What follows belongs to an exercise in optimizing a design on an open flow for small area; a production flow would make more cautious choices. Only simulation tests tie the RTL to the original design; equivalence was not proved. Power and IR drop assume default switching activity.

try-delta:
==> flow/design.v <==
module alu_top
(
	input wire clk
	,input wire [31:0] input1In
	,input wire [31:0] input2In
	,input wire [3:0] opType
	,output reg [31:0] resultOut
);
	reg [31:0] a_q;
	reg [31:0] b_q;
	reg [3:0] op_q;
	wire [31:0] alu_y;
	always @(posedge clk)
	begin
		a_q<=input1In;
		b_q<=input2In;
		op_q<=opType;
		resultOut<=alu_y;
	end
	aluRv32i aluRv32iInst
	(
		.input1In (a_q)
		,.input2In (b_q)
		,.opType   (op_q)
		,.resultOut(alu_y)
	);
endmodule

module aluRv32i
#(
	parameter INT32W=32
	,parameter OPW=4
)
(
	input wire [INT32W-1:0] 	input1In
	,input wire [INT32W-1:0] 	input2In
	,input wire [OPW-1:0]		opType
	,output reg [INT32W-1:0]	resultOut
);
	wire [31:0] a = input1In;
	wire [31:0] b = input2In;
	wire [3:0]  op = opType;
	wire grpAL = ~op[3] & ~op[2];                     
	wire grpSH = ~op[3] & op[2] & ~(op[1] & op[0]);   
	wire isSLT = ~op[3] & op[2] & op[1] & op[0];      
	wire isSLU = op[3] & ~op[2] & ~op[1] & ~op[0];    
	wire [31:0] p = a ^ b;
	wire [31:0] g = a & b;
	wire [31:0] lc, lp, c;
	assign lc[0] = 1'b0;
	assign lp[0] = 1'b1;
	assign lc[1] = g[0] | (p[0] & lc[0]);
	assign lp[1] = p[0] & lp[0];
	assign lc[2] = g[1] | (p[1] & lc[1]);
	assign lp[2] = p[1] & lp[1];
	assign lc[3] = g[2] | (p[2] & lc[2]);
	assign lp[3] = p[2] & lp[2];
	assign lc[4] = g[3] | (p[3] & lc[3]);
	assign lp[4] = p[3] & lp[3];
	assign lc[5] = g[4] | (p[4] & lc[4]);
	assign lp[5] = p[4] & lp[4];
	assign lc[6] = g[5] | (p[5] & lc[5]);
	assign lp[6] = p[5] & lp[5];
	assign lc[7] = g[6] | (p[6] & lc[6]);
	assign lp[7] = p[6] & lp[6];
	assign lc[8] = g[7] | (p[7] & lc[7]);
	assign lp[8] = p[7] & lp[7];
	assign lc[9] = g[8] | (p[8] & lc[8]);
	assign lp[9] = p[8] & lp[8];
	assign c[0] = lc[0];
	assign c[1] = lc[1];
	assign c[2] = lc[2];
	assign c[3] = lc[3];
	assign c[4] = lc[4];
	assign c[5] = lc[5];
	assign c[6] = lc[6];
	assign c[7] = lc[7];
	assign c[8] = lc[8];
	assign c[9] = lc[9];
	assign lc[10] = 1'b0;
	assign lp[10] = 1'b1;
	assign lc[11] = g[10] | (p[10] & lc[10]);
	assign lp[11] = p[10] & lp[10];
	assign lc[12] = g[11] | (p[11] & lc[11]);
	assign lp[12] = p[11] & lp[11];
	assign lc[13] = g[12] | (p[12] & lc[12]);
	assign lp[13] = p[12] & lp[12];
	assign lc[14] = g[13] | (p[13] & lc[13]);
	assign lp[14] = p[13] & lp[13];
	wire cb1 = g[9] | (p[9] & c[9]);
	assign c[10] = lc[10] | (lp[10] & cb1);
	assign c[11] = lc[11] | (lp[11] & cb1);
	assign c[12] = lc[12] | (lp[12] & cb1);
	assign c[13] = lc[13] | (lp[13] & cb1);
	assign c[14] = lc[14] | (lp[14] & cb1);
	assign lc[15] = 1'b0;
	assign lp[15] = 1'b1;
	assign lc[16] = g[15] | (p[15] & lc[15]);
	assign lp[16] = p[15] & lp[15];
	assign lc[17] = g[16] | (p[16] & lc[16]);
	assign lp[17] = p[16] & lp[16];
	assign lc[18] = g[17] | (p[17] & lc[17]);
	assign lp[18] = p[17] & lp[17];
	assign lc[19] = g[18] | (p[18] & lc[18]);
	assign lp[19] = p[18] & lp[18];
	wire cb2 = g[14] | (p[14] & c[14]);
	assign c[15] = lc[15] | (lp[15] & cb2);
	assign c[16] = lc[16] | (lp[16] & cb2);
	assign c[17] = lc[17] | (lp[17] & cb2);
	assign c[18] = lc[18] | (lp[18] & cb2);
	assign c[19] = lc[19] | (lp[19] & cb2);
	assign lc[20] = 1'b0;
	assign lp[20] = 1'b1;
	assign lc[21] = g[20] | (p[20] & lc[20]);
	assign lp[21] = p[20] & lp[20];
	assign lc[22] = g[21] | (p[21] & lc[21]);
	assign lp[22] = p[21] & lp[21];
	assign lc[23] = g[22] | (p[22] & lc[22]);
	assign lp[23] = p[22] & lp[22];
	assign lc[24] = g[23] | (p[23] & lc[23]);
	assign lp[24] = p[23] & lp[23];
	assign lc[25] = g[24] | (p[24] & lc[24]);
	assign lp[25] = p[24] & lp[24];
	wire cb3 = g[19] | (p[19] & c[19]);
	assign c[20] = lc[20] | (lp[20] & cb3);
	assign c[21] = lc[21] | (lp[21] & cb3);
	assign c[22] = lc[22] | (lp[22] & cb3);
	assign c[23] = lc[23] | (lp[23] & cb3);
	assign c[24] = lc[24] | (lp[24] & cb3);
	assign c[25] = lc[25] | (lp[25] & cb3);
	assign lc[26] = 1'b0;
	assign lp[26] = 1'b1;
	assign lc[27] = g[26] | (p[26] & lc[26]);
	assign lp[27] = p[26] & lp[26];
	assign lc[28] = g[27] | (p[27] & lc[27]);
	assign lp[28] = p[27] & lp[27];
	assign lc[29] = g[28] | (p[28] & lc[28]);
	assign lp[29] = p[28] & lp[28];
	assign lc[30] = g[29] | (p[29] & lc[29]);
	assign lp[30] = p[29] & lp[29];
	assign lc[31] = g[30] | (p[30] & lc[30]);
	assign lp[31] = p[30] & lp[30];
	wire cb4 = g[25] | (p[25] & c[25]);
	assign c[26] = lc[26] | (lp[26] & cb4);
	assign c[27] = lc[27] | (lp[27] & cb4);
	assign c[28] = lc[28] | (lp[28] & cb4);
	assign c[29] = lc[29] | (lp[29] & cb4);
	assign c[30] = lc[30] | (lp[30] & cb4);
	assign c[31] = lc[31] | (lp[31] & cb4);
	wire enC = grpAL & ~op[1] & ~op[0];           
	wire enG = grpAL & (op[1] ^ op[0]);           
	wire enX = ~grpAL | (~op[1] & op[0]);         
	wire [31:0] al = p ^ ((c & {32{enC}}) | (g & {32{enG}}) | (p & {32{enX}}));
	wire left  = ~op[1] & ~op[0];                 
	wire arith = op[1] & ~op[0];                  
	wire [31:0] arev, s5rev;
	genvar i;
	generate
		for (i = 0; i < 32; i = i + 1) begin : ra
			assign arev[i] = a[31-i];
		end
	endgenerate
	wire [31:0] s0 = (left ? arev : a) & {32{grpSH}};
	wire fill = grpSH & arith & a[31];
	wire big = arith & (|b[31:5]);
	wire [4:0] sa = b[4:0] | {5{big}};
	wire [31:0] s1 = sa[0] ? {fill, s0[31:1]} : s0;
	wire [31:0] s2 = sa[1] ? {{2{fill}}, s1[31:2]} : s1;
	wire [31:0] s3 = sa[2] ? {{4{fill}}, s2[31:4]} : s2;
	wire [31:0] s4 = sa[3] ? {{8{fill}}, s3[31:8]} : s3;
	wire [31:0] s5 = sa[4] ? {{16{fill}}, s4[31:16]} : s4;
	generate
		for (i = 0; i < 32; i = i + 1) begin : rs
			assign s5rev[i] = s5[31-i];
		end
	endgenerate
	wire [31:0] sh = left ? s5rev : s5;
	wire sgn = ~op[3];
	wire [31:0] dv = {sgn ? a[31] : b[31], b[30:0]};
	wire [15:0] d2, v2;
	wire [7:0] d3, v3;
	wire [3:0] d4, v4;
	wire [1:0] d5, v5;
	generate
		for (i = 0; i < 16; i = i + 1) begin : t2
			assign d2[i] = p[2*i+1] | p[2*i];
			assign v2[i] = p[2*i+1] ? dv[2*i+1] : dv[2*i];
		end
		for (i = 0; i < 8; i = i + 1) begin : t3
			assign d3[i] = d2[2*i+1] | d2[2*i];
			assign v3[i] = d2[2*i+1] ? v2[2*i+1] : v2[2*i];
		end
		for (i = 0; i < 4; i = i + 1) begin : t4
			assign d4[i] = d3[2*i+1] | d3[2*i];
			assign v4[i] = d3[2*i+1] ? v3[2*i+1] : v3[2*i];
		end
		for (i = 0; i < 2; i = i + 1) begin : t5
			assign d5[i] = d4[2*i+1] | d4[2*i];
			assign v5[i] = d4[2*i+1] ? v4[2*i+1] : v4[2*i];
		end
	endgenerate
	wire lt = (d5[1] ? v5[1] : (d5[0] & v5[0])) & (isSLT | isSLU);
	always @(*)
	begin
		resultOut = al | sh;
		resultOut[0] = al[0] | sh[0] | lt;
	end
endmodule
==> flow/config.mk <==
export PLATFORM = sky130hd
export DESIGN_NAME = alu_top
export DESIGN_NICKNAME = alu_top
export VERILOG_FILES = /design/flow/design.v
export SDC_FILE = /design/flow/constraint.sdc
export NUM_CORES = 4
export LEC_CHECK = 0
export ABC_AREA = 1
export CAP_MARGIN = 20
export CORE_MARGIN = 2
export CORE_UTILIZATION = 55
export SLEW_MARGIN = 20
==> flow/constraint.sdc <==
create_clock -name core_clock -period 5.0 [get_ports {clk}]
set_input_delay 1.0000 -clock core_clock [delete_from_list [all_inputs] [get_ports {clk}]]
set_output_delay 1.0000 -clock core_clock [all_outputs]
set_load 0.01 [all_outputs]
standard.sh (not shown) runs the stock make flow with config.mk's settings and CLKGATE_MAP_FILE= SYNTH_SCRIPT=/design/flow/synth_recipe.tcl, a recipe that flattens the netlist after the stock synthesis.
==> flow/flow/run.sh <==
#!/bin/bash
# The standard layout with three changes to how it is made:
#  - synthesis maps the logic with ABC's area-oriented mapper (flow/area.abc)
#    in place of ORFS's area script; everything else in synthesis is the standard flow's
#  - the port buffers are the smallest buffer
#  - the clock tree uses small buffers and no dummy loads
set -euo pipefail
here=$(pwd)
# synthesis script: the standard flow's, with the ABC script swapped
{
  echo 'proc synth {args} { yosys synth -nofsm -noshare {*}$args }'
  echo "proc abc {args} {"
  echo "  set i [lsearch -exact \$args -script]"
  echo "  if {\$i >= 0} { set args [lreplace \$args [expr {\$i+1}] [expr {\$i+1}] $here/flow/area.abc] }"
  echo "  yosys abc {*}\$args"
  echo "}"
  tail -n +2 synth_recipe.tcl
} > own_synth.tcl
sed "s#SYNTH_SCRIPT=[^ ]*#SYNTH_SCRIPT=$here/own_synth.tcl#" standard.sh > own_standard.sh
grep -q "SYNTH_SCRIPT=$here/own_synth.tcl" own_standard.sh
export BUFFER_PORTS_ARGS="-buffer_cell sky130_fd_sc_hd__buf_1"
export CTS_ARGS="-sink_clustering_enable -sink_clustering_size 10 -repair_clock_nets -dont_use_dummy_load -buf_list {sky130_fd_sc_hd__clkbuf_4 sky130_fd_sc_hd__clkbuf_8}"
bash own_standard.sh > standard.log 2>&1
==> flow/flow/area.abc <==
strash
dc2
&get -n
&st
&syn2
&dch
&put
amap
topo
| try-delta | all stages done | FAIL | setup timing |
What try-pepper does differently from try-delta at the input level:
==> flow/flow/area.abc <==
strash
dch
amap
topo
==> results.txt <==
try-delta consumes more power than try-pepper.
dfxtp_1 as the highest-delay cell along the critical path was reported by try-pepper, and dfxtp_2 by try-delta.
Comparing try-delta and try-pepper, the one run not ending clean was try-delta.
In try-delta the implementation completed, yet the final layout does not meet the checks, the culprit being setup timing.
try-pepper vs. try-delta: combinational power now sits lower, first-pass GRT wire length now sits higher.

[afterwards: timing with drivers on the ports]
In the flow no input, the clock included, has a driving cell. The finished layouts below were timed again as built, in two steps.
Step 1 sets driving cells, clkbuf_16 on the clock port and buf_2 on the other inputs (assumed; they add their load-dependent delay and slew).
Step 2 adds t to the input delays and takes it off the output delays; t is the mean of the earliest and latest rising clock arrival at the registers after step 1. Input paths then give back, and output paths get back, about the clock's delay inside the block.
Three values: ideal, step 1, step 2; two values: the first two.
| run | shift t [ns] | setup slack, ns | worst setup path after step 2 | latest minus earliest clock arrival (ns) |
|---|---|---|---|---|
| try-delta | 0.417 | -1.870 / -1.870 / -1.870 | register to register | 0.022 / 0.023 |
| try-pepper | 0.415 | 0.433 / 0.433 / 0.433 | register to register | 0.026 / 0.026 |
